Background: an optimization exercise with open tools, aiming at small area and a short achievable clock period. Do not read the settings as production practice. RTL that was checked went through simulation tests only; none was proved equivalent to the original. No driver is modelled on the clock port, so clock power and skew are understated where the tree is cut down; a real chip needs a root buffer or a tree. Power and IR drop assume default switching activity.

==> flow/design.v <==
module FIFO(
	input [7:0] DATA_IN,
	input READ, WRITE, CLEAR_N, RESET_N, CLOCK,
	output reg [7:0] DATA_OUT,
	output reg [4:0] USE_DW,
	output reg F_FULL_N, F_EMPTY_N
);
reg [255:0] sr;       
reg [7:0]   rd;       
reg [3:0]   lo;       
reg [7:0]   hi;       
wire rst = ~(RESET_N & CLEAR_N);
wire shift = WRITE & (READ | F_FULL_N);
always @(posedge CLOCK)
	if (shift)
		sr <= {sr[247:0], DATA_IN};
reg [7:0] oldest;
integer s;
always @* begin
	oldest = 8'd0;
	for (s = 0; s < 32; s = s + 1)
		oldest = oldest | ({8{lo[s%4] & hi[s/4]}} & sr[8*((s+31)%32) +: 8]);
end
always @(posedge CLOCK)
	rd <= oldest;
always @(posedge CLOCK)
	if (~F_EMPTY_N & WRITE & READ)
		DATA_OUT <= DATA_IN;
	else
		DATA_OUT <= rd;
wire inc = WRITE & ~READ & F_FULL_N;
wire dec = READ & ~WRITE & F_EMPTY_N;
reg [4:0] cnt_n;
reg       full_n_n, empty_n_n;
always @* begin
	cnt_n     = USE_DW;
	full_n_n  = F_FULL_N;
	empty_n_n = F_EMPTY_N;
	if (rst) begin
		cnt_n     = 5'd0;
		full_n_n  = 1'b1;
		empty_n_n = 1'b0;
	end else if (inc) begin
		cnt_n     = USE_DW + 5'd1;
		full_n_n  = ~(USE_DW == 5'd31);
		empty_n_n = 1'b1;
	end else if (dec) begin
		cnt_n     = USE_DW - 5'd1;
		full_n_n  = 1'b1;
		empty_n_n = ~(USE_DW == 5'd1 && F_FULL_N);
	end
end
always @(posedge CLOCK) begin
	USE_DW    <= cnt_n;
	F_FULL_N  <= full_n_n;
	F_EMPTY_N <= empty_n_n;
end
always @(posedge CLOCK)
	if (rst) begin
		lo <= 4'b0001;
		hi <= 8'b00000001;
	end else if (inc) begin
		lo <= {lo[2:0], lo[3]};
		if (lo[3])
			hi <= {hi[6:0], hi[7]};
	end else if (dec) begin
		lo <= {lo[0], lo[3:1]};
		if (lo[0])
			hi <= {hi[0], hi[7:1]};
	end
endmodule
export LEC_CHECK = 0
export CAP_MARGIN = 20
export CORE_MARGIN = 2
export CORE_UTILIZATION = 40
export CTS_BUF_LIST = sky130_fd_sc_hd__clkbuf_8
export CTS_CLUSTER_DIAMETER = 60
export CTS_CLUSTER_SIZE = 18
export SETUP_SLACK_MARGIN = 1.0
export SLEW_MARGIN = 20
create_clock -name core_clock -period 2.5 [get_ports {CLOCK}]
run.sh (not shown) runs the stock make flow with config.mk's settings and CLKGATE_MAP_FILE= SYNTH_SCRIPT=/design/flow/synth_recipe.tcl, a recipe that flattens the netlist after the stock synthesis.
Next try:
--- a/flow/config.mk
+++ b/flow/config.mk
@@ -7,0 +8 @@
+export ABC_CLOCK_PERIOD_IN_PS = 1000
What happened:
- The new run went through all stages and came out clean
- global-route usage stays the same
- hold slack does not change
- total power stays the same
- first-iteration DRC count stays the same
- register-to-register slack stays flat
- synthesized area is unchanged
- clock-buffer cell count stays the same
- setup slack stays the same
- clock power barely changes
- die area stays the same
- core utilization stays the same
Next try:
--- a/flow/config.mk
+++ b/flow/config.mk
@@ -8 +7,0 @@
-export ABC_CLOCK_PERIOD_IN_PS = 1000
@@ -11 +10 @@
-export CORE_UTILIZATION = 40
+export CORE_UTILIZATION = 60
Cell count went down by 12%.
Wire length shrinks by 9.1%.
Count of clock-buffer cells in the layout shrinks by 2.
Setup slack improves by 0.043 ns.
Clock skew fell by 0.010 ns.
First-iteration DRC count climbs by 14%.
Design area goes down by 3.6%.
Next try:
--- a/flow/config.mk
+++ b/flow/config.mk
@@ -7,0 +8 @@
+export ABC_CLOCK_PERIOD_IN_PS = 1000
@@ -10 +11 @@
-export CORE_UTILIZATION = 60
+export CORE_UTILIZATION = 70
The changed run finished clean.
Core utilization goes up by 11 points.
Via count climbs by 3.3%.
Cell area went up by 0.60%.
Setup slack got worse by 0.022 ns.
Flip-flop and latch count does not change.
Sequential power is about the same.
Critical path depth stays the same.
Clock-buffer cell count went up by 1.
Routed wire length increases by 5.0%.
Non-clock buffer count went up by 9.
First-iteration DRC count increases by 10%.
No run of this note included a check of the RTL's function; only the layout flow was run.

Setup of lane 1:
FIFO, a different RTL version from the one above (not shown whole).
Size: ~28 I/O pins, about 11000 sq um of cells after synthesis.
// FIFO
module FIFO(
	input [7:0] DATA_IN,
	input READ, WRITE, CLEAR_N, RESET_N, CLOCK,
	output reg [7:0] DATA_OUT,
	output reg [4:0] USE_DW,
	output reg F_FULL_N, F_EMPTY_N
);
clock: 2.5 ns
lec_check: 0
cap_margin: 20
core_margin: 2
core_utilization: 60
cts_buf_list: sky130_fd_sc_hd__clkbuf_8
cts_cluster_diameter: 60
cts_cluster_size: 18
setup_slack_margin: 1.0
slew_margin: 20
Lane 1 finished every step from synthesis to the final layout, and the layout passed the timing, design-rule and antenna checks.
Changes in lane 2 relative to lane 1:
- ABC_AREA now 1, previously not set
--- outcome ---
Per the comparison of lane 2 with lane 1, combinational-cell power consumption saw a decrease; number of multi-input combinational cells moved up.
For lane 1, the most common cell after layout, fill and taps aside was edfxtp_1, unlike lane 2, where it was nand2_1.
Against lane 1, lane 2 comes in 0.02 ns higher on worst path arrival time.
In the flow results for lane 1 and lane 2, the total power is larger on lane 2.
Clock network power share: lower on lane 2
Between lane 1 and lane 2, the adder and majority cell fraction of the synthesized area does not differ in any meaningful way.
Summary — power density over the cells, lane 2 relative to lane 1: lower, by about 1.5%.
Looking at switching power summed over all nets across lane 1 and lane 2, the one that comes out higher is lane 2.
When lane 2 is measured against lane 1, its number of non-clock buffers turns out 27 lower.
Against lane 1, post-placement cell area in lane 2 rose by a few percent.

FIFO, a different RTL version from the one above (not shown whole).
Size: roughly 840 cells after synthesis, roughly 340 flip-flops, ~28 I/O pins, about 13000 µm² of cells after synthesis.
Design FIFO, start of the top module:
module FIFO(
	input [7:0] DATA_IN,
	input READ, WRITE, CLEAR_N, RESET_N, CLOCK,
	output reg [7:0] DATA_OUT,
	output reg [4:0] USE_DW,
	output reg F_FULL_N, F_EMPTY_N
);
clock: 2.5 ns
lec_check: 0
cap_margin: 20
core_margin: 2
core_utilization: 60
cts_buf_list: sky130_fd_sc_hd__clkbuf_8
cts_cluster_diameter: 60
cts_cluster_size: 18
setup_slack_margin: 1.2
slew_margin: 20
standard.sh (not shown) runs the stock make flow with config.mk's settings and CLKGATE_MAP_FILE= SYNTH_SCRIPT=/design/flow/synth_recipe.tcl, a recipe that flattens the netlist after the stock synthesis.
==> flow/flow/run.sh <==
#!/bin/bash
# Standard ORFS layout, except that the clock tree is built by manual_cts.tcl:
# a two-level inverter tree (one root inverter, one leaf inverter per cluster
# of flip-flops) in place of TritonCTS's buffer tree.
set -euo pipefail
here=$(cd "$(dirname "$0")" && pwd)
export PRE_CTS_TCL="$here/manual_cts.tcl"
export BUFFER_PORTS_ARGS="-buffer_cell sky130_fd_sc_hd__buf_2"
bash standard.sh > standard.log 2>&1
Other scripts of this flow, unchanged in this note and not shown: flow/flow/manual_cts.tcl
Change:
SETUP_SLACK_MARGIN = 1.0   (was 1.2)
Result: The new run completed with no timing, DRC or antenna violations; global-route usage came out lower by 1.2 points; cell count came out lower by about 3.7%; routed wire length came out lower by 6.6%; clock power hardly moves; final area came out lower by 5.5%; clock skew came out lower by 0.0052 ns.
Function was not checked in any run of this note: the RTL went through the layout flow alone. In every run of this note, the design's own scripts or RTL, not TritonCTS, make the clock network.

==> what the ideal ports hide <==
No port has a modelled driver above. Below, the same layouts with a new extraction and two added sets of constraints. Step 1, drivers: a clkbuf_16 drives CLOCK and a buf_2 each remaining input, both assumed. Step 2, shift: input delay + t, output delay - t, t = (earliest + latest rising clock arrival at the registers) / 2. This alone moves slack from input paths to output paths. Slacks: ideal ports / drivers / drivers and shift; pairs: ideal ports / drivers.
run	t, ns	slack for setup (ns)	worst setup path at the end	clock arrival spread, ns	slew at the worst register clock pin (ns)
the first run of note 1	0.588	0.842 / 0.842 / 0.564	input to register	0.027 / 0.028	0.12 / 0.12
the second run of note 1	0.588	0.842 / 0.842 / 0.564	input to register	0.027 / 0.028	0.12 / 0.12
the third run of note 1	0.573	0.885 / 0.885 / 0.589	input to register	0.020 / 0.020	0.11 / 0.11
the fourth run of note 1	0.584	0.863 / 0.863 / 0.479	input to register	0.045 / 0.044	0.12 / 0.12
lane 1	0.595	0.966 / 0.926 / 0.525	input to register	0.025 / 0.025	0.12 / 0.12
lane 2	0.587	0.955 / 0.913 / 0.435	input to register	0.034 / 0.033	0.12 / 0.12
the first run of note 3	0.293	0.918 / 0.949 / 0.722	input to register	0.040 / 0.041	0.09 / 0.09
the second run of note 3	0.295	0.928 / 0.990 / 0.726	input to register	0.031 / 0.031	0.09 / 0.09
After both steps setup and hold are still met in every run listed. For lane 2, which loses most, drivers alone change the setup slack by -0.042 ns; drivers and shift together by -0.520 ns.
